This is an optimization exercise on Yosys and OpenROAD, whose aim is small area, a short achievable clock period and few clock cycles per item, not a production implementation.
Where RTL was checked, it was by simulation tests only, not by an equivalence proof against the original.
Function not checked in run 2: the RTL went through the layout flow alone.
The flow treats the clock pin as an ideal source, which a real chip does not have.
Power and IR drop assume default switching activity.

==> design.v <==
module switch
#(
    parameter ROUTER_WIDTH = 2,
    parameter AURORA_WIDTH = 256
)(
    input clk,
    input rst_n,
    input [ROUTER_WIDTH - 1:0] src_router,
    input empty_input_port_0,
    input [AURORA_WIDTH - 1:0] data_in_port_0,
    output rd_input_port_0,
    input empty_ack_fifo,
    input [AURORA_WIDTH - 1:0] ack_data,
    output rd_ack_fifo,
    input empty_input_port_1,
    input [AURORA_WIDTH - 1:0] data_in_port_1,
    output rd_input_port_1,
    input empty_input_port_2,
    input [AURORA_WIDTH - 1:0] data_in_port_2,
    output rd_input_port_2,
    output we_output_port_0,
    output [AURORA_WIDTH - 1:0] data_out_port_0,
    output we_output_port_1,
    output [AURORA_WIDTH - 1:0] data_out_port_1,
    output we_output_port_2,
    output [AURORA_WIDTH - 1:0] data_out_port_2
);
wire [AURORA_WIDTH - 1:0] din [0:3];
assign din[0] = data_in_port_0;
assign din[1] = ack_data;
assign din[2] = data_in_port_1;
assign din[3] = data_in_port_2;
wire [3:0] empty = {empty_input_port_2, empty_input_port_1, empty_ack_fifo, empty_input_port_0};
reg [3:0] held;     
reg [3:0] sel_a;    
reg [3:0] sel_b;    
reg [3:0] first;    
reg [3:0] rd_tab [0:3];   
reg [3:0] to2, to1;       
reg [3:0] to2_n, to1_n;
always @(*) begin
    case (src_router)
        2'd0: begin to2_n = 4'b0110; to1_n = 4'b1000; end
        2'd1: begin to2_n = 4'b1100; to1_n = 4'b0001; end
        2'd2: begin to2_n = 4'b1001; to1_n = 4'b0010; end
        default: begin to2_n = 4'b0011; to1_n = 4'b0100; end
    endcase
end
wire [3:0] to0 = ~to2 & ~to1;
wire [3:0] dec [0:3];
wire [3:0] is2;
genvar g;
generate
    for (g = 0; g < 4; g = g + 1) begin : g_route
        dst_decode dec_i (.dst(din[g][3:2]), .dec(dec[g]));
        and_or #(.N(4)) is2_i (.t(to2), .s(dec[g]), .y(is2[g]));
    end
endgenerate
wire [15:0] dec_all = {dec[3], dec[2], dec[1], dec[0]};
wire [15:0] t2 = {to2 & {4{sel_a[3]}}, to2 & {4{sel_a[2]}}, to2 & {4{sel_a[1]}}, to2 & {4{sel_a[0]}}};
wire [15:0] t1 = {to1 & {4{sel_b[3]}}, to1 & {4{sel_b[2]}}, to1 & {4{sel_b[1]}}, to1 & {4{sel_b[0]}}};
wire [15:0] t0 = {to0 & {4{sel_b[3]}}, to0 & {4{sel_b[2]}}, to0 & {4{sel_b[1]}}, to0 & {4{sel_b[0]}}};
and_or #(.N(16)) we2_i (.t(t2), .s(dec_all), .y(we_output_port_2));
and_or #(.N(16)) we1_i (.t(t1), .s(dec_all), .y(we_output_port_1));
and_or #(.N(16)) we0_i (.t(t0), .s(dec_all), .y(we_output_port_0));
wire [3:0] rd;
generate
    for (g = 0; g < 4; g = g + 1) begin : g_rd
        and_or #(.N(4)) rd_i (.t(rd_tab[g]), .s(dec[g]), .y(rd[g]));
    end
endgenerate
assign rd_input_port_0 = rd[0];
assign rd_ack_fifo     = rd[1];
assign rd_input_port_1 = rd[2];
assign rd_input_port_2 = rd[3];
reg [AURORA_WIDTH - 1:0] out_a, out_b;
integer k;
always @(*) begin
    out_a = {AURORA_WIDTH{1'b0}};
    out_b = {AURORA_WIDTH{1'b0}};
    for (k = 0; k < 4; k = k + 1) begin
        out_a = out_a | (din[k] & {AURORA_WIDTH{sel_a[k]}});
        out_b = out_b | (din[k] & {AURORA_WIDTH{sel_b[k]}});
    end
end
assign data_out_port_2 = out_a;
assign data_out_port_0 = out_b;
assign data_out_port_1 = out_b;
wire [3:0] ka  = held & ~sel_a & is2;
wire [3:0] kb  = held & ~sel_b & ~is2;
wire [3:0] pop = ~empty & (~held | (is2 & sel_a) | (~is2 & sel_b));
reg [3:0] ahead [0:3];    
integer i, j, c;
always @(*) begin
    for (i = 0; i < 4; i = i + 1)
        for (j = 0; j < 4; j = j + 1) begin
            ahead[i][j] = 1'b0;
            for (c = 0; c < 4; c = c + 1)
                if (((j - c) & 3) < ((i - c) & 3))
                    ahead[i][j] = ahead[i][j] | first[c];
        end
end
reg [3:0] ka_first, kb_first, pop_first, pop_last;
always @(*) begin
    for (i = 0; i < 4; i = i + 1) begin
        ka_first[i]  = ka[i]  & ~|(ka  & ahead[i]);
        kb_first[i]  = kb[i]  & ~|(kb  & ahead[i]);
        pop_first[i] = pop[i] & ~|(pop & ahead[i]);
        pop_last[i]  = pop[i];
        for (j = 0; j < 4; j = j + 1)
            if (j != i) pop_last[i] = pop_last[i] & ~(pop[j] & ahead[j][i]);
    end
end
wire [3:0] next_a = ka_first | ({4{~|ka}} & pop_first);
wire [3:0] next_b = kb_first | ({4{~|kb}} & pop_last);
wire [3:0] held_n = pop | ka | kb;
always @(posedge clk or negedge rst_n) begin
    if (!rst_n) begin
        held  <= 4'd0;
        sel_a <= 4'd0;
        sel_b <= 4'd0;
        first <= 4'b0001;
        to2   <= 4'd0;
        to1   <= 4'd0;
        for (i = 0; i < 4; i = i + 1) rd_tab[i] <= 4'b1111;
    end else begin
        held  <= held_n;
        sel_a <= next_a;
        sel_b <= next_b;
        first <= {first[2:0], first[3]};
        to2   <= to2_n;
        to1   <= to1_n;
        for (i = 0; i < 4; i = i + 1)
            rd_tab[i] <= {4{~held_n[i]}} | (to2_n & {4{next_a[i]}}) | (~to2_n & {4{next_b[i]}});
    end
end
endmodule
module dst_decode (
    input [1:0] dst,
    output [3:0] dec
);
assign dec = {dst == 2'd3, dst == 2'd2, dst == 2'd1, dst == 2'd0};
endmodule
module and_or #(
    parameter N = 4
) (
    input [N-1:0] t,
    input [N-1:0] s,
    output y
);
assign y = |(t & s);
endmodule
module routing_table
#(
    parameter ROUTER_WIDTH = 2
)(
    input [ROUTER_WIDTH - 1:0] src_router,
    input [ROUTER_WIDTH - 1:0] pkt_dst_router,
    output reg [ROUTER_WIDTH - 1:0] next_router
);
localparam ROUTER0 = 2'b00;
localparam ROUTER1 = 2'b01;
localparam ROUTER2 = 2'b10;
localparam ROUTER3 = 2'b11;
always @(*) begin
    case (src_router)
        ROUTER0: begin
            if (pkt_dst_router == ROUTER1) begin
                next_router = ROUTER1; 
            end
            else if (pkt_dst_router == ROUTER2) begin
                next_router = ROUTER1; 
            end
            else if (pkt_dst_router == ROUTER3) begin
                next_router = ROUTER3; 
            end
            else begin
                next_router = ROUTER0; 
            end
        end
        ROUTER1: begin
            if (pkt_dst_router == ROUTER0) begin
                next_router = ROUTER0; 
            end
            else if (pkt_dst_router == ROUTER2) begin
                next_router = ROUTER2;
            end
            else if (pkt_dst_router == ROUTER3) begin
                next_router = ROUTER2;
            end
            else begin
                next_router = ROUTER1;
            end
        end
        ROUTER2: begin
            if (pkt_dst_router == ROUTER0) begin
                next_router = ROUTER3;
            end
            else if (pkt_dst_router == ROUTER1) begin
                next_router = ROUTER1;
            end
            else if (pkt_dst_router == ROUTER3) begin
                next_router = ROUTER3;
            end
            else begin
                next_router = ROUTER2;
            end
        end
        ROUTER3: begin
            if (pkt_dst_router == ROUTER0) begin
                next_router = ROUTER0;
            end
            else if (pkt_dst_router == ROUTER1) begin
                next_router = ROUTER0;
            end
            else if (pkt_dst_router == ROUTER2) begin
                next_router = ROUTER2;
            end
            else begin
                next_router = ROUTER3;
            end
        end
        default: begin
            next_router = src_router;  
        end
    endcase
end
endmodule
module router_switch
#(
    parameter ROUTER_WIDTH = 2,
    parameter AURORA_WIDTH = 256
)(
    input clk,
    input rst_n,
    input [ROUTER_WIDTH - 1:0] src_router,
    input empty_input_port_0,
    input [AURORA_WIDTH - 1:0] data_in_port_0,
    output rd_input_port_0,
    input empty_ack_fifo,
    input [AURORA_WIDTH - 1:0] ack_data,
    output rd_ack_fifo,
    input empty_input_port_1,
    input [AURORA_WIDTH - 1:0] data_in_port_1,
    output rd_input_port_1,
    input empty_input_port_2,
    input [AURORA_WIDTH - 1:0] data_in_port_2,
    output rd_input_port_2,
    output we_output_port_0,
    output [AURORA_WIDTH - 1:0] data_out_port_0,
    output we_output_port_1,
    output [AURORA_WIDTH - 1:0] data_out_port_1,
    output we_output_port_2,
    output [AURORA_WIDTH - 1:0] data_out_port_2
);
switch #(
    .ROUTER_WIDTH(ROUTER_WIDTH),
    .AURORA_WIDTH(AURORA_WIDTH)
) switch_i (
    .clk(clk),
    .rst_n(rst_n),
    .src_router(src_router),
    .empty_input_port_0(empty_input_port_0),
    .data_in_port_0(data_in_port_0),
    .rd_input_port_0(rd_input_port_0),
    .empty_ack_fifo(empty_ack_fifo),
    .ack_data(ack_data),
    .rd_ack_fifo(rd_ack_fifo),
    .empty_input_port_1(empty_input_port_1),
    .data_in_port_1(data_in_port_1),
    .rd_input_port_1(rd_input_port_1),
    .empty_input_port_2(empty_input_port_2),
    .data_in_port_2(data_in_port_2),
    .rd_input_port_2(rd_input_port_2),
    .we_output_port_0(we_output_port_0),
    .data_out_port_0(data_out_port_0),
    .we_output_port_1(we_output_port_1),
    .data_out_port_1(data_out_port_1),
    .we_output_port_2(we_output_port_2),
    .data_out_port_2(data_out_port_2)
);
endmodule
==> flow/run.sh <==
#!/bin/bash
# Own layout flow: the standard ORFS flow with
#  - minimum-size port buffers (every port still gets its own buffer),
#  - every pin placed by hand at one track pitch on a small die: the data
#    bits in order around the edge, each bit's pins side by side, and the
#    destination bits with the control pins,
#  - balanced fanout trees for the path-select registers,
#  - after CTS, a timing repair of the control and select paths only.
set -euo pipefail
here=$(pwd)
export BUFFER_PORTS_ARGS="-buffer_cell sky130_fd_sc_hd__buf_1"
export PRE_IO_PLACEMENT_TCL="$here/flow/pins.tcl"
export PP_CORNER=5
export PRE_RESIZE_TCL="$here/flow/resize_pre.tcl"
export POST_CTS_TCL="$here/flow/cts_post.tcl"
export TUNE_MARGIN=2.2
bash standard.sh > "$here/standard.log" 2>&1
==> flow/cts_post.tcl <==
# After CTS: repair the control and select paths toward a tighter target
# than the clock needs, holding the per-bit data-path cells as they are.
source [file join [file dirname [info script]] tune.tcl]
tn_hold_data_path
estimate_parasitics -placement
repair_timing -setup -setup_margin $::env(TUNE_MARGIN) -sequence "sizeup,swap" -verbose
tn_release
detailed_placement
estimate_parasitics -placement
report_wns
==> flow/pinplace.tcl <==
# Place every pin by hand around the die: the data bits in order around the
# edge, each bit's seven pins side by side, and the control pins with the
# destination bits (2 and 3) in the middle of the bottom edge. One routing
# track between pins; the clock pin gets free tracks on both sides.
proc pp_bit_pins {j} {
  set names {}
  foreach p {data_in_port_0 ack_data data_in_port_1 data_in_port_2 data_out_port_2 data_out_port_0 data_out_port_1} {
    lappend names "$p\[$j\]"
  }
  return $names
}
proc pp_place_all {} {
  set block [ord::get_db_block]
  set dbu [$block getDbUnitsPerMicron]
  set die [$block getDieArea]
  set W [expr {double([$die xMax]) / $dbu}]
  set H [expr {double([$die yMax]) / $dbu}]
  set tech [ord::get_db_tech]
  set m2 [$tech findLayer met2]
  set m3 [$tech findLayer met3]
  # track grids
  set g2 [$block findTrackGrid $m2]
  set g3 [$block findTrackGrid $m3]
  set xs {}
  foreach x [$g2 getGridX] { lappend xs [expr {double($x) / $dbu}] }
  set ys {}
  foreach y [$g3 getGridY] { lappend ys [expr {double($y) / $dbu}] }
  set margin $::env(PP_CORNER)
  # slots counterclockwise from the middle of the bottom edge:
  # bottom (left to right from middle), right (bottom to top), top (right
  # to left), left (top to bottom), bottom (left to middle)
  set bot {}
  foreach x $xs { if {$x > $margin && $x < $W - $margin} { lappend bot $x } }
  set side {}
  foreach y $ys { if {$y > $margin && $y < $H - $margin} { lappend side $y } }
  set nb [llength $bot]
  set mid [expr {$nb / 2}]
  set slots {}
  foreach x [lrange $bot $mid end] { lappend slots [list met2 $x 0 B] }
  foreach y $side { lappend slots [list met3 $W $y R] }
  foreach x [lreverse $bot] { lappend slots [list met2 $x $H T] }
  foreach y [lreverse $side] { lappend slots [list met3 0 $y L] }
  foreach x [lrange $bot 0 [expr {$mid - 1}]] { lappend slots [list met2 $x 0 B] }
  set ns [llength $slots]
  # pin order: control group first (centred at the start), then the bits
  set ctl [pp_bit_pins 2]
  foreach p {empty_input_port_0 rd_input_port_0 empty_ack_fifo rd_ack_fifo src_router[0] - clk - rst_n src_router[1]
             we_output_port_0 we_output_port_1 we_output_port_2 empty_input_port_1 rd_input_port_1 empty_input_port_2 rd_input_port_2} {
    lappend ctl $p
  }
  set ctl [concat $ctl [pp_bit_pins 3]]
  set order {}
  for {set j 4} {$j < 256} {incr j} { set order [concat $order [pp_bit_pins $j]] }
  set order [concat $order [pp_bit_pins 0] [pp_bit_pins 1]]
  set n [expr {[llength $ctl] + [llength $order]}]
  if {$n > $ns} { error "pinplace: $n pins, $ns slots" }
  # spread the bit pins evenly over the slots left after the control group
  set nc [llength $ctl]
  set half [expr {$nc / 2}]
  set placed {}
  # control group: slots ns-half .. ns-1 and 0 .. nc-half-1
  for {set k 0} {$k < $nc} {incr k} {
    set s [expr {($ns - $half + $k) % $ns}]
    lappend placed [list [lindex $ctl $k] $s]
  }
  set first [expr {$nc - $half}]
  set last [expr {$ns - $half - 1}]
  set avail [expr {$last - $first + 1}]
  set nbits [llength $order]
  set nbit_groups [expr {$nbits / 7}]
  # each bit group keeps its pins on adjacent slots; groups are spread evenly
  set spare [expr {$avail - $nbits}]
  for {set gi 0} {$gi < $nbit_groups} {incr gi} {
    set base [expr {$first + $gi * 7 + int(double($gi) * $spare / $nbit_groups)}]
    for {set k 0} {$k < 7} {incr k} {
      lappend placed [list [lindex $order [expr {$gi * 7 + $k}]] [expr {$base + $k}]]
    }
  }
  foreach pr $placed {
    lassign $pr name s
    if {$name eq "-"} continue
    lassign [lindex $slots $s] layer x y edge
    if {$layer eq "met2"} { set sz {0.14 0.8} } else { set sz {0.8 0.3} }
    place_pin -pin_name $name -layer $layer -location [list $x $y] -pin_size $sz -force_to_die_boundary
  }
  puts "pinplace: placed [llength $placed] pins on $ns slots"
}
==> flow/pins.tcl <==
# Place every pin by hand (see pinplace.tcl); place_pins then has none left.
source [file join [file dirname [info script]] pinplace.tcl]
pp_place_all
==> flow/resize_pre.tcl <==
# Before repair_design: rebuild the select registers' fanout trees.
source [file join [file dirname [info script]] seltree.tcl]
foreach p {a b} {
  for {set i 0} {$i < 4} {incr i} {
    st_build "switch_i.sel_${p}\\\[$i\\\]" 32 sky130_fd_sc_hd__buf_8 8 sky130_fd_sc_hd__buf_12
  }
}
==> flow/seltree.tcl <==
# Rebuild the buffer trees of the path-select registers: loads are sorted
# around the die (the data bits sit along its edge) and cut into runs, each
# driven by a buffer at the run's centre; the runs' buffers are grouped again.
proc st_is_buf {inst} {
  set m [[$inst getMaster] getName]
  return [regexp {__(buf|clkbuf)_[0-9]+$} $m]
}
proc st_sinks {net bufs_var} {
  upvar $bufs_var bufs
  set out {}
  foreach it [$net getITerms] {
    if {![$it isInputSignal]} continue
    set inst [$it getInst]
    if {[st_is_buf $inst] && ![string match "input*" [$inst getName]] && ![string match "output*" [$inst getName]]} {
      lappend bufs $inst
      foreach o [$inst getITerms] {
        if {[$o isOutputSignal] && [$o getNet] ne "NULL"} { set out [concat $out [st_sinks [$o getNet] bufs]] }
      }
    } else {
      lappend out $it
    }
  }
  return $out
}
# a load that belongs to a data bit's mux: its gate feeds one gate that
# drives an output port buffer
proc st_out_loads {inst} {
  set r {}
  foreach o [$inst getITerms] {
    if {[$o isOutputSignal] && [$o getNet] ne "NULL"} {
      foreach l [[$o getNet] getITerms] { if {[$l isInputSignal]} { lappend r [$l getInst] } }
    }
  }
  return $r
}
proc st_is_data_load {inst} {
  set l1 [st_out_loads $inst]
  if {[llength $l1] != 1} { return 0 }
  foreach l2 [st_out_loads [lindex $l1 0]] {
    if {[string match "output*" [$l2 getName]]} { return 1 }
  }
  return 0
}
proc st_angle_sort {items cx cy} {
  # items: list of {name x y}
  set k {}
  foreach it $items {
    lassign $it n x y
    lappend k [list [expr {atan2($y - $cy, $x - $cx)}] $it]
  }
  set r {}
  foreach e [lsort -real -index 0 $k] { lappend r [lindex $e 1] }
  return $r
}
proc st_centroid {items} {
  set sx 0; set sy 0
  foreach it $items { set sx [expr {$sx + [lindex $it 1]}]; set sy [expr {$sy + [lindex $it 2]}] }
  set n [llength $items]
  return [list [expr {$sx / $n}] [expr {$sy / $n}]]
}
proc st_build {netname leaf_size leaf_cell mid_size mid_cell {root_cell ""}} {
  set mids {}
  set block [ord::get_db_block]
  set dbu [$block getDbUnitsPerMicron]
  set die [$block getDieArea]
  set cx [expr {([$die xMin] + [$die xMax]) / 2.0 / $dbu}]
  set cy [expr {([$die yMin] + [$die yMax]) / 2.0 / $dbu}]
  set net [$block findNet $netname]
  set bufs {}
  st_sinks $net bufs
  if {[llength $bufs] > 0} {
    set names {}
    foreach b $bufs { lappend names [$b getName] }
    remove_buffers {*}$names
  }
  set net [$block findNet $netname]
  set items {}
  foreach it [$net getITerms] {
    if {![$it isInputSignal]} continue
    set inst [$it getInst]
    if {![st_is_data_load $inst]} continue
    set b [$inst getBBox]
    lappend items [list "[$inst getName]/[[$it getMTerm] getName]" [expr {([$b xMin] + [$b xMax]) / 2.0 / $dbu}] [expr {([$b yMin] + [$b yMax]) / 2.0 / $dbu}]]
  }
  set items [st_angle_sort $items $cx $cy]
  set n [llength $items]
  set nleaf [expr {int(ceil(double($n) / $leaf_size))}]
  set leaves {}
  for {set g 0} {$g < $nleaf} {incr g} {
    set lo [expr {int(round(double($g) * $n / $nleaf))}]
    set hi [expr {int(round(double($g + 1) * $n / $nleaf)) - 1}]
    set chunk [lrange $items $lo $hi]
    set pins {}
    foreach c $chunk { lappend pins [lindex $c 0] }
    lassign [st_centroid $chunk] x y
    set bname "seltree_[regsub -all {[^A-Za-z0-9]} $netname _]_l$g"
    set rb [insert_buffer -buffer_cell $leaf_cell -net [get_nets $netname] -load_pins [get_pins $pins] -location [list $x $y] -buffer_name $bname]
    lappend leaves [list "[get_full_name $rb]/A" $x $y]
  }
  if {$mid_size > 0 && [llength $leaves] >= $mid_size} {
    set leaves [st_angle_sort $leaves $cx $cy]
    set n [llength $leaves]
    set nmid [expr {int(ceil(double($n) / $mid_size))}]
    for {set g 0} {$g < $nmid} {incr g} {
      set lo [expr {int(round(double($g) * $n / $nmid))}]
      set hi [expr {int(round(double($g + 1) * $n / $nmid)) - 1}]
      set chunk [lrange $leaves $lo $hi]
      set pins {}
      foreach c $chunk { lappend pins [lindex $c 0] }
      lassign [st_centroid $chunk] x y
      set bname "seltree_[regsub -all {[^A-Za-z0-9]} $netname _]_m$g"
      set rb [insert_buffer -buffer_cell $mid_cell -net [get_nets $netname] -load_pins [get_pins $pins] -location [list $x $y] -buffer_name $bname]
      lappend mids [list "[get_full_name $rb]/A" $x $y]
    }
    if {$root_cell ne ""} {
      set pins {}
      foreach c $mids { lappend pins [lindex $c 0] }
      lassign [st_centroid $mids] x y
      set bname "seltree_[regsub -all {[^A-Za-z0-9]} $netname _]_r"
      insert_buffer -buffer_cell $root_cell -net [get_nets $netname] -load_pins [get_pins $pins] -location [list $x $y] -buffer_name $bname
    }
  }
}
==> flow/tune.tcl <==
# Timing repair aimed at the control and select paths only: the data-path
# cells (port buffers and the per-bit mux gates) are held as they are, the
# rest is repaired toward a tighter target than the clock needs.
proc tn_driver_inst {net} {
  foreach it [$net getITerms] {
    if {[$it isOutputSignal]} { return [$it getInst] }
  }
  return ""
}
proc tn_hold_data_path {} {
  set block [ord::get_db_block]
  set held 0
  foreach bt [$block getBTerms] {
    set name [$bt getName]
    set net [$bt getNet]
    if {$net eq "NULL"} continue
    if {[regexp {^data_out_port_[0-9]\[([0-9]+)\]$} $name -> bit]} {
      # output buffer, the gate driving it, and that gate's drivers
      set ob [tn_driver_inst $net]
      if {$ob eq ""} continue
      set todo [list $ob]
      set level 0
      set frontier [list $ob]
      while {$level < 2} {
        set next {}
        foreach inst $frontier {
          foreach it [$inst getITerms] {
            if {![$it isInputSignal]} continue
            set n [$it getNet]
            if {$n eq "NULL"} continue
            set d [tn_driver_inst $n]
            if {$d ne "" && [[$d getMaster] isSequential] == 0 && ![string match "seltree*" [$d getName]] && [llength [$n getITerms]] <= 4} {
              lappend next $d
            }
          }
        }
        set todo [concat $todo $next]
        set frontier $next
        incr level
      }
      foreach inst $todo { $inst setDoNotTouch 1; incr held }
    } elseif {[regexp {^(data_in_port_[0-9]|ack_data)\[([0-9]+)\]$} $name -> p bit]} {
      if {$bit == 2 || $bit == 3} continue
      foreach it [$net getITerms] { [$it getInst] setDoNotTouch 1; incr held }
    }
  }
  puts "tune: holding $held data-path instances"
}
proc tn_release {} {
  foreach inst [[ord::get_db_block] getInsts] { if {[$inst isDoNotTouch]} { $inst setDoNotTouch 0 } }
}
==> standard.sh <==
#!/bin/bash
# synth_recipe.tcl (not shown) runs the flow's synth.tcl, then flattens the netlist and writes it again
# the make line also repeats each setting of config.mk as NAME=value (left out here)
make -C /OpenROAD-flow-scripts/flow DESIGN_CONFIG=/design/flow/config.mk WORK_HOME=/design/flow/orfs CLKGATE_MAP_FILE= SYNTH_SCRIPT=/design/flow/synth_recipe.tcl "${@:-finish}"
==> config.mk <==
export PLATFORM = sky130hd
export DESIGN_NAME = router_switch
export DESIGN_NICKNAME = router_switch
export VERILOG_FILES = /design/flow/design.v
export SDC_FILE = /design/flow/constraint.sdc
export NUM_CORES = 8
export LEC_CHECK = 0
export CAP_MARGIN = 20
export CORE_AREA = 5 5 315 315
export DIE_AREA = 0 0 320 320
export SLEW_MARGIN = 20
export SYNTH_HIERARCHICAL = 1
==> constraint.sdc <==
create_clock -name core_clock -period 5.0 [get_ports {clk}]
set_input_delay 1.0000 -clock core_clock [delete_from_list [all_inputs] [get_ports {clk}]]
set_output_delay 1.0000 -clock core_clock [all_outputs]
set_load 0.01 [all_outputs]
==> summary.txt, run 1 <==
status - finished clean
core area - 95200 sq um
DR pass1 iterations - 13
die area - 102000 sq um
vias in the first global route - 24400
die width - 320 um
Worst EP arrival - 2.07 ns
DRT antenna net count - 0
clock share of power - 2.0%
largest net degree at the start of global routing - 41
Max Freq - 325 MHz
worst setup margin - 1.93 ns
initial core utilization - 16.3%
Routed wire per std cell - 18.1 um
critical path class - input port to output pin
Synth-to-Final Area Change - 45.9%
die height - 320 um
leading cell types in the layout, fill and taps excluded - 1792 x buf_1, 1056 x a22oi_1, 528 x nand2_1
sequential-to-total area share from yosys stat - 6.59%
syn_nets - 3386
DR iter-0 viols - 2564
initial antenna violation count - 0
via count - 25900
proportion of layout cells with a drive suffix above 1 - 4.52%
CP Cell Sequence - buf_8 -> and2b_2 -> a22o_1 -> a221oi_2 -> nand4_1 -> buf_2
first-pass GRT wire length - 131000 um
Tot Pwr - 15.1 mW
Yosys cell types - 55
Sequential Power Share - 5.0%
Mapped Cells - 2349
fin nets - 4772
minimum clock period - 3.07 ns
compound-cell area share of the yosys netlist - 55.8%
hold depth - 0
RSZ-0062 raised after global routing - false
total gr overflow - 0
fin. max-slew vios - 0
PwrDens - 668 nW/um^2
yosys warns - 11
Slew @ Worst Pin - 0.901 ns
final period utilization - 61.5%
dpl ws - 1.64 ns
sw power - 9.52 mW
Synth top area share - 51.1%
delay-heaviest family, CP - compound AO/OA/AOI/OAI gates
Clk pin slew, worst setup/hold paths - 0.06 ns
Slew HR - 39.9%
Gate power share - 93.0%
Sw Share - 63.0%
drt total wl - 90600 um
CP Capture Type - output pin
Mapped Area - 15500 sq um
clk sinks - 40
worst r2r path cells - 7
crit-path max cell delay - 0.26 ns
Worst Hold Class - flip-flop to flip-flop
Leakage - 8.18 nW
GPL Wtd Cong - 0.959
Mapped Avg Cell Area - 6.60 sq um
Yosys reg bits - 40
maximum vdd drop - 0.471 mV
Residual DRC - 0
port bufs - 1806
vias per cell - 5.18
main flop type after synthesis - dfrtp_1
Skew-Pair Late Insertion Delay - 0.28 ns
Final Hold Vio Count - 0
Max Clock Skew - 0.0107 ns
hpwl dp - 69400 um
crit start category - input port
Synth Area in Simple Gates - 17.9%
Internal Power - 5.59 mW
Synth area leader - a22oi_1
number of synthesized flops with an enable pin - 0
post-synthesis mux area share - 0.565%
commonest non-fill, non-tap cell in the layout - buf_1
xor-xnor portion of the synthesized cell area - 0%
WP buf/inv - 2
GRT Util Overall - 15.0%
largest family of logic cells by synthesized area - compound AO/OA/AOI/OAI gates
Post-Synth Adder-Cell Area - 0.403%
CTS tree - built
Synth area leaders - a22oi_1 51%, nand2_1 13%, buf_4 12%
CP required - 4.00 ns
num ports - 0
setup_tns - 0 ns
CP max stage cell - and2b_2
row cnt - 113
max_cap viols - 0
Worst path depth - 6
Post-synth ARST share - 100%
CP Max Fanout - 6
Setup violations, final - 0
[metrics by stage]
step	cell area [sq um]	util [%]	hold WS, ns	instances
final	22600	23.8	0.516	5003
after global routing	22600	23.8	0.519	5001
after detailed placement	22200	23.3	0.501	4993
after global placement	21700	22.8	0.504	4980
after floorplan	15500	-	0.352	2349
[cells in the mapped netlist (6+ instances only)]
cell type / number
a22oi_1: 1056
nand2_1: 528
buf_4: 258
clkbuf_1: 221
and2_1: 50
nor2_1: 28
dfrtp_1: 23
dfstp_2: 17
inv_1: 17
buf_1: 14
a221oi_2: 12
a22o_1: 12
mux2i_1: 6
[logic make-up (layout without fill, tap and decap cells)]
family,Yosys count,after routing
multiplexers,8,8
other,0,2
AO/OA/AOI/OAI,1127,1127
flip-flops,40,40
AND/OR/NAND/NOR,653,653
buffers and inverters,516,1903
adder cells (fa/ha/maj),5,5
[worst paths after layout]
kind | slack (ns) | to | from
worst max-delay path | 1.93 | we_output_port_0 | data_in_port_0[2]
worst min-delay path | 0.52 | switch_i.first[1]$_DFF_PN0_ | switch_i.first[0]$_DFF_PN1_
worst max register to register | 2.66 | switch_i.rd_tab[0][3]$_DFF_PN1_ | switch_i.to2[2]$_DFF_PN0_
worst min register to register | 0.52 | switch_i.first[1]$_DFF_PN0_ | switch_i.first[0]$_DFF_PN1_
max in group asynchronous | 3.47 | switch_i.sel_b[2]$_DFF_PN0_ | rst_n
min in group asynchronous | 0.84 | switch_i.to1[0]$_DFF_PN0_ | rst_n
[layout make-up, clock buffers not listed]
| type | instances | area (sq um) |
|---|---|---|
| Antenna cell | 2 | 5.00 |
| Clock inverter | 1 | 8.76 |
| Multi-Input combinational cell | 1793 | 11600 |
| Sequential cell | 40 | 1050 |
| Fill cell | 10600 | 72500 |
| Inverter | 17 | 63.8 |
| Timing Repair Buffer | 1878 | 8150 |
| Tap cell | 1265 | 1580 |
[metal layers]
layer | part of all wire [%] | track usage [%] | wire [um]
met1 | 35 | 17.3 | 31700
met2 | 48 | 25.7 | 43300
met3 | 10 | 2.84 | 9410
met4 | 6.8 | 9.28 | 6210
met5 | 0 | 0 | 0
[power by group through the flow]
| stage | combinational [mW] | sequential [mW] | clock, mW |
|---|---|---|---|
| final | 14.0 | 0.751 | 0.309 |
| after global placement | 12.6 | 1.24 | 0 |
| after global routing | 15.1 | 0.759 | 0.330 |
| after floorplan | 9.78 | 0.525 | 0 |
| after detailed placement | 13.7 | 0.743 | 0 |
[flip-flops by register name, indices dropped and copies added (netlist names)]
| signal | count |
|---|---|
| switch_i.to1 | 4 |
| switch_i.first | 4 |
| switch_i.rd_tab | 16 |
| switch_i.sel_a | 4 |
| switch_i.to2 | 4 |
| switch_i.held | 4 |
| switch_i.sel_b | 4 |
Testbench counts, summed over its fixed seeds: cycles 1,175, items 1,920.
==> inputs of run 2 (changes only) <==
--- a/design.v
+++ b/design.v
@@ -35,17 +35,17 @@
 reg [3:0] sel_a;    
 reg [3:0] sel_b;    
 reg [3:0] first;    
-reg [3:0] rd_tab [0:3];   
-reg [3:0] to2, to1;       
-reg [3:0] to2_n, to1_n;
+reg [3:0] to2;            
+reg [3:0] to2_n;
 always @(*) begin
     case (src_router)
-        2'd0: begin to2_n = 4'b0110; to1_n = 4'b1000; end
-        2'd1: begin to2_n = 4'b1100; to1_n = 4'b0001; end
-        2'd2: begin to2_n = 4'b1001; to1_n = 4'b0010; end
-        default: begin to2_n = 4'b0011; to1_n = 4'b0100; end
+        2'd0: to2_n = 4'b0110;
+        2'd1: to2_n = 4'b1100;
+        2'd2: to2_n = 4'b1001;
+        default: to2_n = 4'b0011;
     endcase
 end
+wire [3:0] to1 = {to2[2:0], to2[3]} & ~to2;
 wire [3:0] to0 = ~to2 & ~to1;
 wire [3:0] dec [0:3];
 wire [3:0] is2;
@@ -63,7 +63,13 @@
 and_or #(.N(16)) we2_i (.t(t2), .s(dec_all), .y(we_output_port_2));
 and_or #(.N(16)) we1_i (.t(t1), .s(dec_all), .y(we_output_port_1));
 and_or #(.N(16)) we0_i (.t(t0), .s(dec_all), .y(we_output_port_0));
+wire [3:0] rd_tab [0:3];
 wire [3:0] rd;
+generate
+    for (g = 0; g < 4; g = g + 1) begin : g_rd_tab
+        assign rd_tab[g] = {4{~held[g]}} | (to2 & {4{sel_a[g]}}) | (~to2 & {4{sel_b[g]}});
+    end
+endgenerate
 generate
     for (g = 0; g < 4; g = g + 1) begin : g_rd
         and_or #(.N(4)) rd_i (.t(rd_tab[g]), .s(dec[g]), .y(rd[g]));
@@ -121,17 +127,12 @@
         sel_b <= 4'd0;
         first <= 4'b0001;
         to2   <= 4'd0;
-        to1   <= 4'd0;
-        for (i = 0; i < 4; i = i + 1) rd_tab[i] <= 4'b1111;
     end else begin
         held  <= held_n;
         sel_a <= next_a;
         sel_b <= next_b;
         first <= {first[2:0], first[3]};
         to2   <= to2_n;
-        to1   <= to1_n;
-        for (i = 0; i < 4; i = i + 1)
-            rd_tab[i] <= {4{~held_n[i]}} | (to2_n & {4{next_a[i]}}) | (~to2_n & {4{next_b[i]}});
     end
 end
 endmodule
==> run 2 against run 1 <==
Global-route usage decreased by 0.41 points. Combinational power decreased by 3%. Total power decreased by 6.1%. Highest routed layer unchanged.
==> summary.txt, run 2 <==
status - finished clean (unchanged)
number of synthesized flops with an enable pin - 0 (unchanged)
hpwl dp - 68000 um (was 69400 um)
CP Cell Sequence - buf_2 -> and2_4 -> a22o_1 -> a221oi_2 -> nand4_1 -> buf_2 (was buf_8 -> and2b_2 -> a22o_1 -> a221oi_2 -> nand4_1 -> buf_2)
Mapped Cells - 2302 (was 2349)
maximum vdd drop - 0.441 mV (was 0.471 mV)
fin nets - 4721 (was 4772)
Setup violations, final - 0 (unchanged)
R2R Setup Slk - 2.60 ns (was 2.66 ns)
yosys warns - 9 (was 11)
GPL Wtd Cong - 0.943 (was 0.959)
num ports - 0 (unchanged)
crit-path max cell delay - 0.23 ns (was 0.26 ns)
Residual DRC - 0 (unchanged)
Max Clock Skew - 0.00468 ns (was 0.0107 ns)
CP required - 4.00 ns (about the same)
final period utilization - 61.4% (was 61.5%)
max_cap viols - 0 (unchanged)
initial core utilization - 15.4% (was 16.3%)
Synth-to-Final Area Change - 47.9% (was 45.9%)
Sw Share - 64.3% (was 63.0%)
Skew-Pair Late Insertion Delay - 0.26 ns (was 0.28 ns)
dpl ws - 1.70 ns (was 1.64 ns)
count leader, synth - a22oi_1 (unchanged)
Routed wire per std cell - 18.0 um (was 18.1 um)
DRT antenna net count - 0 (unchanged)
Slew @ Worst Pin - 0.750 ns (was 0.901 ns)
row cnt - 113 (unchanged)
Post-synth ARST share - 100% (unchanged)
DR pass1 iterations - 8 (was 13)
Worst EP arrival - 2.07 ns (about the same)
CP Capture Type - output pin (unchanged)
CTS tree - built (unchanged)
fin. max-slew vios - 0 (unchanged)
Sequential Power Share - 2.8% (was 5.0%)
die area - 102000 sq um (unchanged)
die width - 320 um (unchanged)
proportion of layout cells with a drive suffix above 1 - 4.18% (was 4.52%)
GRT Util Overall - 14.6% (was 15.0%)
synth cell count leaders - 1040 x a22oi_1, 534 x nand2_1, 258 x buf_4 (was 1056 x a22oi_1, 528 x nand2_1, 258 x buf_4)
DR iter-0 viols - 2407 (was 2564)
clk sinks - 20 (was 40)
Mapped Area - 14700 sq um (was 15500 sq um)
commonest non-fill, non-tap cell in the layout - buf_1 (unchanged)
minimum clock period - 3.07 ns (about the same)
total gr overflow - 0 (unchanged)
leading cell types in the layout, fill and taps excluded - 1792 x buf_1, 1035 x a22oi_1, 532 x nand2_1 (was 1792 x buf_1, 1056 x a22oi_1, 528 x nand2_1)
WP buf/inv - 2 (unchanged)
Clk pin slew, worst setup/hold paths - 0.06 ns (about the same)
vias per cell - 5.21 (was 5.18)
main flop type after synthesis - dfrtp_1 (unchanged)
sequential-to-total area share from yosys stat - 3.42% (was 6.59%)
Max Freq - 326 MHz (was 325 MHz)
Synth area leader - a22oi_1 (unchanged)
drt total wl - 89000 um (was 90600 um)
Gate power share - 95.7% (was 93.0%)
setup_tns - 0 ns (unchanged)
port bufs - 1806 (unchanged)
RSZ-0062 raised after global routing - false (unchanged)
Yosys reg bits - 20 (was 40)
Synth area leaders - a22oi_1 53%, nand2_1 14%, buf_4 13% (was a22oi_1 51%, nand2_1 13%, buf_4 12%)
Slew HR - 49.3% (was 39.9%)
largest net degree at the start of global routing - 33 (was 41)
via count - 25800 (was 25900)
die height - 320 um (unchanged)
worst setup margin - 1.93 ns (about the same)
clock share of power - 1.6% (was 2.0%)
delay-heaviest family, CP - compound AO/OA/AOI/OAI gates (unchanged)
first-pass GRT wire length - 127000 um (was 131000 um)
CP Max Fanout - 6 (unchanged)
Leakage - 7.86 nW (was 8.18 nW)
vias in the first global route - 24200 (was 24400)
initial antenna violation count - 0 (unchanged)
sw power - 9.12 mW (was 9.52 mW)
PwrDens - 654 nW/um^2 (was 668 nW/um^2)
Mapped Avg Cell Area - 6.37 sq um (was 6.60 sq um)
Internal Power - 5.07 mW (was 5.59 mW)
Final Hold Vio Count - 0 (unchanged)
syn_nets - 3338 (was 3386)
critical path class - input port to output pin (unchanged)
crit start category - input port (unchanged)
Yosys cell types - 54 (was 55)
Crit path top cell by count - buf_2
CP max stage cell - a221oi_2 (was and2b_2)
Synth top area share - 53.2% (was 51.1%)
Worst Hold Class - flip-flop to flip-flop (unchanged)
core area - 95200 sq um (unchanged)
## run 2: path summary, 6_finish.rpt
path,end,start,cells after the start
max,we_output_port_2,ack_data[3],6
min reg2reg,switch_i.first[3]$_DFF_PN0_,switch_i.first[2]$_DFF_PN0_,0
min,switch_i.first[3]$_DFF_PN0_,switch_i.first[2]$_DFF_PN0_,0
min in group asynchronous,switch_i.held[0]$_DFF_PN0_,rst_n,2
max in group asynchronous,switch_i.first[0]$_DFF_PN1_,rst_n,2
max reg2reg,switch_i.sel_b[3]$_DFF_PN0_,switch_i.to2[1]$_DFF_PN0_,6
## run 2: per-layer routing
metal	GRT usage [%]	wire length, um	vias to the layer above
met5	0	0	-
met4	8.84	5880	0
met3	2.73	9290	438
met2	25.4	42900	1989
met1	16.6	31000	11900
li1	-	-	11500
## run 2: cells by family after synthesis
group / after synthesis / synth area share (%)
DFF: 20 / 3.42
muxes: 1 / 0.0683
adders and majority gates: 4 / 0.341
AOI/OAI and AO/OA: 1115 / 57.9
and+or+nand+nor: 650 / 18.4
buffers and inverters: 512 / 19.8
## run 2: power by group through the flow
stage	combinational (mW)	sequential (mW)	clock, mW
6_report	13.6	0.393	0.222
5_1_grt	14.6	0.403	0.233
3_5_place_dp	13.3	0.386	0
3_3_place_gp	12.1	0.935	0
2_1_floorplan	9.49	0.222	0
## run 2: area by class of cell, clock buffers not listed
class | instances | area, sq um
fillers | 10800 | 73500
multi-input cells | 1770 | 11400
repair buffers | 1879 | 8060
well taps | 1265 | 1580
flip-flops and latches | 20 | 534
inverters | 11 | 41.3
clock inverters | 1 | 30.0
diodes | 1 | 2.50
## run 2: metrics by stage
stage	area, sq um	cells	power [mW]	utilization (%)	hold slack, ns
2_1_floorplan	14700	2302	9.72	-	0.410
3_3_place_gp	20800	4920	13.0	21.9	0.496
3_5_place_dp	21300	4945	13.7	22.4	0.465
5_1_grt	21700	4949	15.3	22.8	0.513
6_report	21700	4950	14.2	22.8	0.493
==> inputs of run 3 (changes only) <==
--- a/design.v
+++ b/design.v
@@ -79,19 +79,14 @@
 assign rd_ack_fifo     = rd[1];
 assign rd_input_port_1 = rd[2];
 assign rd_input_port_2 = rd[3];
-reg [AURORA_WIDTH - 1:0] out_a, out_b;
-integer k;
-always @(*) begin
-    out_a = {AURORA_WIDTH{1'b0}};
-    out_b = {AURORA_WIDTH{1'b0}};
-    for (k = 0; k < 4; k = k + 1) begin
-        out_a = out_a | (din[k] & {AURORA_WIDTH{sel_a[k]}});
-        out_b = out_b | (din[k] & {AURORA_WIDTH{sel_b[k]}});
-    end
-end
-assign data_out_port_2 = out_a;
-assign data_out_port_0 = out_b;
-assign data_out_port_1 = out_b;
+genvar b;
+generate
+    for (b = 0; b < AURORA_WIDTH; b = b + 1) begin : g_bit
+        mux4_onehot mux_a (.d({din[3][b], din[2][b], din[1][b], din[0][b]}), .s(sel_a), .y(data_out_port_2[b]));
+        mux4_onehot mux_b (.d({din[3][b], din[2][b], din[1][b], din[0][b]}), .s(sel_b), .y(data_out_port_0[b]));
+    end
+endgenerate
+assign data_out_port_1 = data_out_port_0;
 wire [3:0] ka  = held & ~sel_a & is2;
 wire [3:0] kb  = held & ~sel_b & ~is2;
 wire [3:0] pop = ~empty & (~held | (is2 & sel_a) | (~is2 & sel_b));
@@ -150,6 +145,31 @@
     output y
 );
 assign y = |(t & s);
+endmodule
+module mux4_onehot (
+    input [3:0] d,
+    input [3:0] s,
+    output y
+);
+wire n012;
+wire n3;
+nor_and3 g0 (.d(d[2:0]), .s(s[2:0]), .y(n012));
+nand_2 g1 (.a(d[3]), .b(s[3]), .y(n3));
+assign y = ~(n012 & n3);
+endmodule
+module nand_2 (
+    input a,
+    input b,
+    output y
+);
+assign y = ~(a & b);
+endmodule
+module nor_and3 (
+    input [2:0] d,
+    input [2:0] s,
+    output y
+);
+assign y = ~|(d & s);
 endmodule
 module routing_table
 #(
==> run 3 against run 2 <==
The run now fails in placement repair. Area after synthesis shrank 10%. Synthesized cell count shrank 10%.
==> summary.txt, run 3 <==
status - aborted with a tool error (was finished clean)
Exit stage - placement repair
error msg - Error: resize.tcl, 5 invalid command name "NULL"
Mapped Avg Cell Area - 6.35 sq um (was 6.37 sq um)
Mapped Cells - 2070 (was 2302)
port bufs - 1806 (unchanged)
Post-Synth Adder-Cell Area - 0.381% (was 0.341%)
Synth area leaders - a222oi_1 39%, nand2_1 30%, buf_4 15% (was a22oi_1 53%, nand2_1 14%, buf_4 13%)
GPL Wtd Cong - 0.971 (was 0.943)
compound-cell area share of the yosys netlist - 45.1% (was 57.9%)
syn_nets - 3106 (was 3338)
largest family of logic cells by synthesized area - compound AO/OA/AOI/OAI gates (unchanged)
die width - 320 um (unchanged)
number of synthesized flops with an enable pin - 0 (unchanged)
Synth top area share - 39.0% (was 53.2%)
count leader, synth - nand2_1 (was a22oi_1)
main flop type after synthesis - dfrtp_1 (unchanged)
Synth Area in Simple Gates - 35.2% (was 18.4%)
post-synthesis mux area share - 0.0761% (was 0.0683%)
die height - 320 um (unchanged)
num ports - 0 (unchanged)
yosys warns - 9 (unchanged)
Yosys cell types - 54 (unchanged)
synth cell count leaders - 1046 x nand2_1, 512 x a222oi_1, 256 x buf_4 (was 1040 x a22oi_1, 534 x nand2_1, 258 x buf_4)
Post-synth ARST share - 100% (unchanged)
sequential-to-total area share from yosys stat - 3.81% (was 3.42%)
row cnt - 113 (unchanged)
Synth area leader - a222oi_1 (was a22oi_1)
initial core utilization - 13.8% (was 15.4%)
Yosys reg bits - 20 (unchanged)
Mapped Area - 13200 sq um (was 14700 sq um)
xor-xnor portion of the synthesized cell area - 0% (unchanged)
[run 3: worst max-delay path by stage]
stage                   slack [ns]                          end                   startpoint
after floorplan               0.84             we_output_port_0  switch_i.sel_b[3]$_DFF_PN0_
after global placement        1.74  switch_i.sel_b[3]$_DFF_PN0_                  ack_data[3]
[run 3: cell families after synthesis]
kind of cell	after synthesis
simple gates	1162
compound gates	603
buf+inv	280
flops	20
fa+ha+maj	4
mux	1
[run 3: power groups by stage]
stage	registers, mW	logic, mW	clock network (mW)
global placement	0.742	11.9	0
floorplan	1.62	7.80	0
[run 3: through the flow]
step	cells	cell area, sq um	setup slack [ns]	hold WS, ns	total power, mW
floorplan	2070	13200	0.838	0.410	9.42
global placement	4897	19900	1.74	0.503	12.6
[run 3: Yosys stat by module, one instance, submodules excluded, a selection]
module       flip-flops and latches  copies in the design
dst_decode                        0                     4
mux4_onehot                       0                   512
nand_2                            0                   512
nor_and3                          0                   512
Testbench counts of run 3, summed over its fixed seeds: cycles 1,175, items 1,920.
==> inputs of run 4 (changes only) <==
==> flow/resize_pre.tcl (replaced) <==
# Before repair_design: rebuild the select registers' fanout trees.
source [file join [file dirname [info script]] seltree.tcl]
foreach inst [[ord::get_db_block] getInsts] {
  if {![regexp {^switch_i\.sel_[ab]\\\[[0-3]\\\]\$_DFF} [$inst getName]]} continue
  foreach it [$inst getITerms] {
    if {[$it isOutputSignal] && [$it getNet] ne "NULL"} {
      st_build [[$it getNet] getName] 32 sky130_fd_sc_hd__buf_8 8 sky130_fd_sc_hd__buf_12
    }
  }
}
==> run 4 against run 3 <==
The run now finishes clean. Synthesized cell count did not move. Area after synthesis did not move.
==> summary.txt, run 4 <==
status - finished clean (was aborted with a tool error)
Slew HR - 55.3%
largest net degree at the start of global routing - 33
Yosys reg bits - 20 (unchanged)
synth cell count leaders - 1046 x nand2_1, 512 x a222oi_1, 256 x buf_4 (unchanged)
Residual DRC - 0
yosys warns - 9 (unchanged)
multi-input logic area - 10700 sq um
Mapped Avg Cell Area - 6.35 sq um (unchanged)
Max Freq - 324 MHz
Setup violations, final - 0
die area - 102000 sq um
setup_tns - 0 ns
crit start category - input port
initial core utilization - 13.8% (unchanged)
Mapped Cells - 2070 (unchanged)
Synth-to-Final Area Change - 59.6%
Skew-Pair Late Insertion Delay - 0.25 ns
hpwl dp - 66800 um
GR Layer Usage met3 - 2.98%
finished layout cell area - 21000 sq um
vias in the first global route - 24400
critical path class - input port to output pin
row cnt - 113 (unchanged)
total gr overflow - 0
drt total wl - 89100 um
DR iter-0 viols - 4744
Leakage - 7.76 nW
Final Hold Vio Count - 0
CP Capture Type - output pin
number of synthesized flops with an enable pin - 0 (unchanged)
grt met1 use - 16.1%
GPL Wtd Cong - 0.971 (unchanged)
initial antenna violation count - 1
Worst Hold Class - flip-flop to flip-flop
GRT Util Overall - 14.5%
via count - 26200
CP Max Fanout - 6
fin. max-slew vios - 0
met2 Usage GRT - 25.2%
placed cells - 4945
Max Clock Skew - 0.00386 ns
sequential-to-total area share from yosys stat - 3.81% (unchanged)
Fillers - 10700
leading cell types in the layout, fill and taps excluded - 1793 x buf_1, 1044 x nand2_1, 512 x a222oi_1
Sequential Area - 533 sq um
dpl cell area - 20700 sq um
port bufs - 1806 (unchanged)
clk sinks - 20
final period utilization - 61.6%
RSZ-0062 raised after global routing - false
Yosys cell types - 54 (unchanged)
core area - 95200 sq um
Post-synth ARST share - 100% (unchanged)
num ports - 0 (unchanged)
Synth area leaders - a222oi_1 39%, nand2_1 30%, buf_4 15% (unchanged)
Routed wire per std cell - 18.0 um
proportion of layout cells with a drive suffix above 1 - 4.07%
Slew @ Worst Pin - 0.666 ns
utilization after layout - 22.1%
die width - 320 um (unchanged)
commonest non-fill, non-tap cell in the layout - buf_1
CP required - 4.00 ns
minimum clock period - 3.08 ns
crit-path max cell delay - 0.24 ns
GR peak layer - met2
count leader, synth - nand2_1 (unchanged)
Synth top area share - 39.0% (unchanged)
PwrDens - 667 nW/um^2
Synth area leader - a222oi_1 (unchanged)
Layout Cells excl Fill - 4950
vias per cell - 5.28
CP max stage cell - and2b_2
Worst Hold Slack - 0.517 ns
Worst EP arrival - 2.08 ns
main flop type after synthesis - dfrtp_1 (unchanged)
syn_nets - 3106 (unchanged)
maximum vdd drop - 0.445 mV
fin nets - 4721
first-pass GRT wire length - 126000 um
Mapped Area - 13200 sq um (unchanged)
Clk pin slew, worst setup/hold paths - 0.06 ns
max_cap viols - 0
DRT antenna net count - 0
CP Cell Sequence - buf_8 -> and2b_2 -> a22o_1 -> a221oi_2 -> nand4_1 -> buf_2
die height - 320 um (unchanged)
CTS tree - built
DR pass1 iterations - 17
-- run 4: cell counts after synthesis --
No cell type changed its count.
-- run 4: where the power goes --
group	leakage (nW)	internal (mW)	total (mW)	switching, mW
logic	7.49	4.58	13.4	8.84
registers	0.231	0.225	0.395	0.170
clock network	0.0442	0.122	0.181	0.0588
total	7.76	4.93	14.0	9.07
-- run 4: per-module statistics from Yosys, one instance, submodules excluded, excerpt --
module,flip-flops and latches,area (sq um),times used,cells inside
dst_decode,0,26.3,4,4
nand_2,0,3.75,512,1
mux4_onehot,0,3.75,512,1
nor_and3,0,10.0,512,1
-- run 4: worst max-delay path: cells and delay by family --
kind	cells	cell delay [ns]
AOI/OAI and AO/OA	2	0.41
buffers and inverters	2	0.26
and+or+nand+nor	2	0.40
-- run 4: area by class of cell, clock buffers not listed --
cell class / instances / area share (%)
Inverter: 11 / 0.197
Timing Repair Buffer: 1879 / 38.2
Multi-Input combinational cell: 1770 / 51.1
Antenna cell: 1 / 0.0119
Sequential cell: 20 / 2.54
Tap cell: 1265 / 7.54
-- run 4: cells by family after synthesis --
| logic type | after synthesis | synth area share, % |
|---|---|---|
| AND/OR/NAND/NOR | 1162 | 35.2 |
| AO/OA/AOI/OAI | 603 | 45.1 |
| buffers and inverters | 280 | 15.4 |
| flip-flops | 20 | 3.81 |
| adder cells (fa/ha/maj) | 4 | 0.381 |
| multiplexers | 1 | 0.0761 |
-- run 4: metrics by stage --
stage / total power [mW] / setup WS, ns
3_5_place_dp: 13.5 / 1.70
2_1_floorplan: 9.42 / 0.838
6_report: 14.0 / 1.92
5_1_grt: 14.9 / 1.86
3_3_place_gp: 12.6 / 1.74
-- run 4: path summary, 6_finish.rpt --
kind | slack [ns] | end | cells past startpoint | from
min in group asynchronous | 0.70 | switch_i.held[0]$_DFF_PN0_ | 2 | rst_n
worst max-delay path | 1.92 | we_output_port_2 | 6 | data_in_port_0[2]
max in group asynchronous | 4.02 | switch_i.first[0]$_DFF_PN1_ | 2 | rst_n
worst max register to register | 2.59 | switch_i.sel_b[2]$_DFF_PN0_ | 6 | switch_i.to2[1]$_DFF_PN0_
worst min-delay path | 0.52 | switch_i.first[1]$_DFF_PN0_ | 0 | switch_i.first[0]$_DFF_PN1_
worst min register to register | 0.52 | switch_i.first[1]$_DFF_PN0_ | 0 | switch_i.first[0]$_DFF_PN1_
-- run 4: per-layer routing --
layer  vias to the layer above  share of wire (%)  wire (um)
met5                         -                  0          0
met4                         0                6.8       6100
met3                       496                 12      11000
met2                      2429                 48      42400
met1                     11700                 33      29600
li1                      11500                  -          -
==> inputs of run 5 (changes only) <==
--- a/flow/run.sh
+++ b/flow/run.sh
@@ -13,5 +13,5 @@
 export PP_CORNER=5
 export PRE_RESIZE_TCL="$here/flow/resize_pre.tcl"
 export POST_CTS_TCL="$here/flow/cts_post.tcl"
-export TUNE_MARGIN=2.2
+export TUNE_MARGIN=2.1
 bash standard.sh > "$here/standard.log" 2>&1
==> run 5 against run 4 <==
Still clean. Global-route usage about the same. Routed wire length shrank 0.12%. Final cell count unchanged. Sequential cell count did not move. Synthesized cell count did not move. Fmax about the same. Combinational power barely moved. Via count hardly changed. Clock power about the same. Setup slack got worse by 0.0023 ns. Critical path type unchanged. Critical endpoint unchanged.
==> summary.txt, run 5 <==
status - finished clean (unchanged)
minimum clock period - 3.08 ns (about the same)
initial antenna violation count - 1 (unchanged)
Synth top area share - 39.0% (unchanged)
met3 WL post-DR - 11100 um (was 11000 um)
final period utilization - 61.7% (was 61.6%)
max_cap viols - 0 (unchanged)
Setup violations, final - 0 (unchanged)
num ports - 0 (unchanged)
count leader, synth - nand2_1 (unchanged)
Synth area leader - a222oi_1 (unchanged)
CTS tree - built (unchanged)
Yosys reg bits - 20 (unchanged)
CP Max Fanout - 6 (unchanged)
RSZ-0062 raised after global routing - false (unchanged)
Leakage - 7.74 nW (was 7.76 nW)
CP Cell Sequence - buf_8 -> and2b_2 -> a22o_1 -> a221oi_2 -> nand4_1 -> buf_2 (unchanged)
DR pass1 iterations - 17 (unchanged)
fin. max-slew vios - 0 (unchanged)
Met1 Wirelength - 29500 um (was 29600 um)
Layout Cells excl Fill - 4950 (unchanged)
CP max stage cell - and2b_2 (unchanged)
syn_nets - 3106 (unchanged)
GPL Wtd Cong - 0.971 (unchanged)
proportion of layout cells with a drive suffix above 1 - 3.83% (was 4.07%)
Post-synth ARST share - 100% (unchanged)
vias per cell - 5.29 (was 5.28)
CP required - 4.00 ns (about the same)
synth cell count leaders - 1046 x nand2_1, 512 x a222oi_1, 256 x buf_4 (unchanged)
Final Hold Vio Count - 0 (unchanged)
CP Capture Type - output pin (unchanged)
metal2 WL - 42300 um (was 42400 um)
DRT antenna net count - 0 (unchanged)
clk sinks - 20 (unchanged)
utilization after layout - 22.0% (was 22.1%)
Synth-to-Final Area Change - 59.0% (was 59.6%)
yosys warns - 9 (unchanged)
fin nets - 4721 (unchanged)
Max Freq - 324 MHz (about the same)
Worst EP arrival - 2.08 ns (about the same)
Worst Hold Class - flip-flop to flip-flop (unchanged)
Mapped Cells - 2070 (unchanged)
total gr overflow - 0 (unchanged)
largest net degree at the start of global routing - 33 (unchanged)
Synth area leaders - a222oi_1 39%, nand2_1 30%, buf_4 15% (unchanged)
commonest non-fill, non-tap cell in the layout - buf_1 (unchanged)
Mapped Area - 13200 sq um (unchanged)
drt total wl - 89000 um (was 89100 um)
critical path class - input port to output pin (unchanged)
maximum vdd drop - 0.446 mV (was 0.445 mV)
Residual DRC - 0 (unchanged)
placed cells - 4945 (unchanged)
PwrDens - 668 nW/um^2 (was 667 nW/um^2)
Mapped Avg Cell Area - 6.35 sq um (unchanged)
Fillers - 10700 (about the same)
via count - 26200 (about the same)
main flop type after synthesis - dfrtp_1 (unchanged)
leading cell types in the layout, fill and taps excluded - 1795 x buf_1, 1045 x nand2_1, 512 x a222oi_1 (was 1793 x buf_1, 1044 x nand2_1, 512 x a222oi_1)
sequential-to-total area share from yosys stat - 3.81% (unchanged)
hpwl dp - 66800 um (unchanged)
DR iter-0 viols - 4452 (was 4744)
die width - 320 um (unchanged)
Yosys cell types - 54 (unchanged)
top layer in use - met4 (unchanged)
multi-input logic area - 10700 sq um (about the same)
first-pass GRT wire length - 126000 um (about the same)
Clk pin slew, worst setup/hold paths - 0.05 ns (was 0.06 ns)
Routed wire per std cell - 18.0 um (about the same)
port bufs - 1806 (unchanged)
number of synthesized flops with an enable pin - 0 (unchanged)
Slew @ Worst Pin - 0.687 ns (was 0.666 ns)
Skew-Pair Late Insertion Delay - 0.26 ns (was 0.25 ns)
Max Clock Skew - 0.00315 ns (was 0.00386 ns)
initial core utilization - 13.8% (unchanged)
row cnt - 113 (unchanged)
GRT Util Overall - 14.4% (was 14.5%)
core area - 95200 sq um (unchanged)
die height - 320 um (unchanged)
Sequential Area - 533 sq um (unchanged)
Slew HR - 53.9% (was 55.3%)
crit start category - input port (unchanged)
die area - 102000 sq um (unchanged)
setup_tns - 0 ns (unchanged)
crit-path max cell delay - 0.24 ns (about the same)
vias in the first global route - 24400 (about the same)
## run 5: cell counts after synthesis
Identical to the previous run, type by type.
## run 5: where the power goes
part	switching [mW]	total (mW)	internal [mW]
clock network	0.0587	0.181	0.122
registers	0.170	0.396	0.225
logic	8.83	13.4	4.57
total	9.06	14.0	4.92
## run 5: cell families (layout without fill, tap and decap cells)
family	after synthesis	after routing	synth area share [%]
AOI/OAI and AO/OA	603	603	45.1
buffers and inverters	280	1894	15.4
other	0	1	0
muxes	1	1	0.0761
adders and majority gates	4	4	0.381
DFF	20	20	3.81
and+or+nand+nor	1162	1162	35.2
## run 5: worst paths after layout
check | startpoint | cells past startpoint | to | slack, ns
max in group asynchronous | rst_n | 2 | switch_i.first[0]$_DFF_PN1_ | 4.02
min reg2reg | switch_i.first[0]$_DFF_PN1_ | 0 | switch_i.first[1]$_DFF_PN0_ | 0.51
max reg2reg | switch_i.to2[1]$_DFF_PN0_ | 6 | switch_i.sel_a[2]$_DFF_PN0_ | 2.62
min in group asynchronous | rst_n | 2 | switch_i.held[1]$_DFF_PN0_ | 0.70
max | data_in_port_0[2] | 6 | we_output_port_2 | 1.92
min | switch_i.first[0]$_DFF_PN1_ | 0 | switch_i.first[1]$_DFF_PN0_ | 0.51
## run 5: per-stage QoR
stage | cell area (sq um) | setup slack, ns | hold WS [ns] | total power [mW]
2_1_floorplan | 13200 | 0.838 | 0.410 | 9.42
3_5_place_dp | 20700 | 1.70 | 0.501 | 13.5
3_3_place_gp | 19900 | 1.74 | 0.503 | 12.6
6_report | 20900 | 1.92 | 0.511 | 14.0
5_1_grt | 20900 | 1.86 | 0.522 | 14.9
## run 5: per-module statistics from Yosys (local to each module, per instance), excerpt
module	flops+latches	cell area, sq um	cells	copies in the design
dst_decode	0	26.3	4	4
mux4_onehot	0	3.75	1	512
nand_2	0	3.75	1	512
nor_and3	0	10.0	1	512
## run 5: area by class of cell, clock buffers not listed
class	instances	area share, %
diodes	1	0.0120
inverters	11	0.197
multi-input cells	1770	51.1
flip-flops and latches	20	2.55
well taps	1265	7.57
repair buffers	1879	38.2
## run 5: worst max-delay path, delay by kind of cell
| family | cells | cell delay (ns) |
|---|---|---|
| AO/OA/AOI/OAI | 2 | 0.41 |
| buffers and inverters | 2 | 0.26 |
| AND/OR/NAND/NOR | 2 | 0.40 |
## run 5: layer usage
metal  global-route usage, %  vias to the layer above
li1                        -                    11500
met1                    16.0                    11700
met2                    25.1                     2488
met3                    3.02                      486
met4                    9.38                        0
met5                       0                        -
==> inputs of run 6 (changes only) <==
--- a/flow/run.sh
+++ b/flow/run.sh
@@ -13,5 +13,5 @@
 export PP_CORNER=5
 export PRE_RESIZE_TCL="$here/flow/resize_pre.tcl"
 export POST_CTS_TCL="$here/flow/cts_post.tcl"
-export TUNE_MARGIN=2.1
+export TUNE_MARGIN=2.15
 bash standard.sh > "$here/standard.log" 2>&1
--- a/flow/resize_pre.tcl
+++ b/flow/resize_pre.tcl
@@ -4,7 +4,7 @@
   if {![regexp {^switch_i\.sel_[ab]\\\[[0-3]\\\]\$_DFF} [$inst getName]]} continue
   foreach it [$inst getITerms] {
     if {[$it isOutputSignal] && [$it getNet] ne "NULL"} {
-      st_build [[$it getNet] getName] 32 sky130_fd_sc_hd__buf_8 8 sky130_fd_sc_hd__buf_12
+      st_build [[$it getNet] getName] 64 sky130_fd_sc_hd__buf_8 4 sky130_fd_sc_hd__buf_8
     }
   }
 }
==> run 6 against run 5 <==
Synthesized cell count is the same. Critical endpoint unchanged. Largest cell class unchanged. First-iteration DRC count grew 6.8%. Total power shrank 3.0%. Die area is the same. Via count shrank 1.1%. Core utilization shrank 0.42 points. Critical path depth is the same. Combinational power shrank 3%. Still clean on timing, DRC and antenna.
==> summary.txt, run 6 <==
Sequential Power Share - 2.9% (was 2.8%)
hpwl dp - 64600 um (was 66800 um)
Tot Pwr - 13.6 mW (was 14.0 mW)
Synth top area share - 39.0% (unchanged)
vias per cell - 5.26 (was 5.29)
DRT antenna net count - 0 (unchanged)
Synth Area in Simple Gates - 35.2% (unchanged)
delay-heaviest family, CP - compound AO/OA/AOI/OAI gates (unchanged)
num ports - 0 (unchanged)
row cnt - 113 (unchanged)
RSZ-0062 raised after global routing - false (unchanged)
Worst Hold Launch - switch_i.first[0]$_DFF_PN1_ (unchanged)
Final Hold Vio Count - 0 (unchanged)
Gate power share - 95.8% (was 95.9%)
Slew HR - 57.3% (was 53.9%)
Setup violations, final - 0 (unchanged)
reg2reg end - switch_i.sel_b[2]$_DFF_PN0_ (was switch_i.sel_a[2]$_DFF_PN0_)
vias in the first global route - 24100 (was 24400)
RR Startpoint - switch_i.to2[1]$_DFF_PN0_ (unchanged)
Layout Cells excl Fill - 4918 (was 4950)
clk sinks - 20 (unchanged)
fin nets - 4689 (was 4721)
Synth-to-Final Area Change - 56.0% (was 59.0%)
Synth area leaders - a222oi_1 39%, nand2_1 30%, buf_4 15% (unchanged)
DR iter-0 viols - 4754 (was 4452)
CP required - 4.00 ns (about the same)
commonest non-fill, non-tap cell in the layout - buf_1 (unchanged)
PwrDens - 660 nW/um^2 (was 668 nW/um^2)
largest net degree at the start of global routing - 65 (was 33)
utilization after layout - 21.6% (was 22.0%)
Post-synth ARST share - 100% (unchanged)
count leader, synth - nand2_1 (unchanged)
status - finished clean (unchanged)
die area - 102000 sq um (unchanged)
clock share of power - 1.3% (about the same)
sequential-to-total area share from yosys stat - 3.81% (unchanged)
initial core utilization - 13.8% (unchanged)
Clk pin slew, worst setup/hold paths - 0.05 ns (about the same)
port bufs - 1806 (unchanged)
Max Clock Skew - 0.00195 ns (was 0.00315 ns)
leading cell types in the layout, fill and taps excluded - 1794 x buf_1, 1044 x nand2_1, 512 x a222oi_1 (was 1795 x buf_1, 1045 x nand2_1, 512 x a222oi_1)
GPL Wtd Cong - 0.971 (unchanged)
via count - 25900 (was 26200)
CTS tree - built (unchanged)
Worst Hold Class - flip-flop to flip-flop (unchanged)
max_cap viols - 0 (unchanged)
number of synthesized flops with an enable pin - 0 (unchanged)
Routed wire per std cell - 17.5 um (was 18.0 um)
Yosys reg bits - 20 (unchanged)
minimum clock period - 3.10 ns (was 3.08 ns)
synth cell count leaders - 1046 x nand2_1, 512 x a222oi_1, 256 x buf_4 (unchanged)
die width - 320 um (unchanged)
worst setup margin - 1.90 ns (was 1.92 ns)
crit start category - input port (unchanged)
crit-path max cell delay - 0.24 ns (about the same)
WP buf/inv - 2 (unchanged)
Mapped Area - 13200 sq um (unchanged)
first-pass GRT wire length - 123000 um (was 126000 um)
xor-xnor portion of the synthesized cell area - 0% (unchanged)
placed cells - 4913 (was 4945)
largest family of logic cells by synthesized area - compound AO/OA/AOI/OAI gates (unchanged)
Worst EP arrival - 2.10 ns (was 2.08 ns)
CP max stage cell - a22o_1 (was and2b_2)
CP Cell Sequence - buf_8 -> and2b_2 -> a22o_1 -> a221oi_2 -> nand4_1 -> buf_2 (unchanged)
Leakage - 7.54 nW (was 7.74 nW)
worst r2r path cells - 6 (unchanged)
Skew-Pair Late Insertion Delay - 0.25 ns (was 0.26 ns)
Slew @ Worst Pin - 0.635 ns (was 0.687 ns)
maximum vdd drop - 0.467 mV (was 0.446 mV)
setup_tns - 0 ns (unchanged)
DR pass1 iterations - 20 (was 17)
syn_nets - 3106 (unchanged)
compound-cell area share of the yosys netlist - 45.1% (unchanged)
Yosys cell types - 54 (unchanged)
Mapped Cells - 2070 (unchanged)
Post-Synth Adder-Cell Area - 0.381% (unchanged)
core area - 95200 sq um (unchanged)
fin. max-slew vios - 0 (unchanged)
drt total wl - 86100 um (was 89000 um)
GRT Util Overall - 13.9% (was 14.4%)
main flop type after synthesis - dfrtp_1 (unchanged)
hold path endpoint - switch_i.first[1]$_DFF_PN0_ (unchanged)
total gr overflow - 0 (unchanged)
R2R Setup Slk - 2.60 ns (was 2.62 ns)
Max Freq - 323 MHz (was 324 MHz)
Internal Power - 4.66 mW (was 4.92 mW)
sw power - 8.89 mW (was 9.06 mW)
CP Capture Type - output pin (unchanged)
CP Max Fanout - 6 (unchanged)
proportion of layout cells with a drive suffix above 1 - 3.04% (was 3.83%)
final period utilization - 62.0% (was 61.7%)
Synth area leader - a222oi_1 (unchanged)
yosys warns - 9 (unchanged)
Residual DRC - 0 (unchanged)
initial antenna violation count - 1 (unchanged)
dpl ws - 1.69 ns (was 1.70 ns)
die height - 320 um (unchanged)
critical path class - input port to output pin (unchanged)
hold depth - 0 (unchanged)
Sw Share - 65.6% (was 64.8%)
Mapped Avg Cell Area - 6.35 sq um (unchanged)
post-synthesis mux area share - 0.0761% (unchanged)
run 6: cell counts after synthesis:
Identical to the previous run, type by type.
run 6: modules after synthesis (local to each module, per instance), a selection:
module,flops+latches,copies in the design
dst_decode,0,4
mux4_onehot,0,512
nand_2,0,512
nor_and3,0,512
run 6: cell type report, clock buffers not listed:
type,count,area [sq um]
sequential,20,533
timing repair buffer,1847,7580
tap,1265,1580
antenna,1,2.50
multi-input combinational,1770,10700
fill,10800,74600
inverter,11,41.3
run 6: metal layers:
layer  vias to the layer above  GRT usage (%)  share of wire [%]
li1                      11400              -                  -
met1                     11600           15.4                 33
met2                      2411           24.1                 48
met3                       444           2.81                 12
met4                         0           9.24                6.9
met5                         -              0                  0
run 6: cells by family (layout without fill, tap and decap cells):
group                      after synthesis  after routing
buffers and inverters                  280           1862
adders and majority gates                4              4
other                                    0              1
and+or+nand+nor                       1162           1162
AOI/OAI and AO/OA                      603            603
DFF                                     20             20
muxes                                    1              1
run 6: worst max path at each step:
stage / cells past startpoint / end / start
3_3_place_gp: 8 / switch_i.sel_b[3]$_DFF_PN0_ / ack_data[3]
2_1_floorplan: 5 / we_output_port_0 / switch_i.sel_b[3]$_DFF_PN0_
6_report: 6 / we_output_port_2 / data_in_port_0[3]
5_1_grt: 7 / we_output_port_0 / switch_i.to2[1]$_DFF_PN0_
3_5_place_dp: 8 / switch_i.sel_b[3]$_DFF_PN0_ / data_in_port_1[2]
run 6: metrics by stage:
stage / hold slack (ns) / area (sq um)
5_1_grt: 0.531 / 20500
6_report: 0.519 / 20500
2_1_floorplan: 0.410 / 13200
3_3_place_gp: 0.503 / 19900
3_5_place_dp: 0.502 / 20200
run 6: power by group through the flow:
| stage | Clock [mW] | Combinational [mW] | Sequential (mW) |
|---|---|---|---|
| after floorplan | 0 | 7.80 | 1.62 |
| after global placement | 0 | 11.9 | 0.742 |
| after detailed placement | 0 | 12.5 | 0.391 |
| after global routing | 0.192 | 13.9 | 0.399 |
| final | 0.180 | 13.0 | 0.391 |
run 6: worst reg2reg max path: cells and delay by family, from the launching register on:
family / cells / cell delay, ns
flip-flops: 1 / 0.55
AND/OR/NAND/NOR: 3 / 0.83
AO/OA/AOI/OAI: 3 / 0.95

-- what the ideal ports hide --
Ports are ideal in the flow. The routed layouts listed here were re-timed in OpenROAD.
Step 1 sets driving cells, clkbuf_16 on the clock port and buf_2 on the other inputs (assumed; they add their load-dependent delay and slew).
Step 2 also shifts input and output timing later by t, the mid clock arrival at the registers, as if the neighbouring blocks saw the same clock.
a / b / c = ideal / step 1 / step 2; a / b = the first two.
| run | t, ns | setup slack, ns | worst setup path after step 2 | worst register clock-pin slew, ns |
|---|---|---|---|---|
| run 1 | 0.314 | 1.927 / 1.871 / 1.693 | input to register | 0.06 / 0.06 |
| run 2 | 0.296 | 1.931 / 1.873 / 1.815 | input to register | 0.06 / 0.06 |
| run 4 | 0.291 | 1.918 / 1.851 / 1.826 | input to register | 0.06 / 0.06 |
| run 5 | 0.293 | 1.915 / 1.858 / 1.785 | input to register | 0.05 / 0.05 |
| run 6 | 0.287 | 1.902 / 1.829 / 1.825 | input to register | 0.05 / 0.05 |
After both steps every run listed still meets setup and hold. For run 1, which loses most, drivers alone change the setup slack by -0.056 ns; drivers and shift together by -0.234 ns.
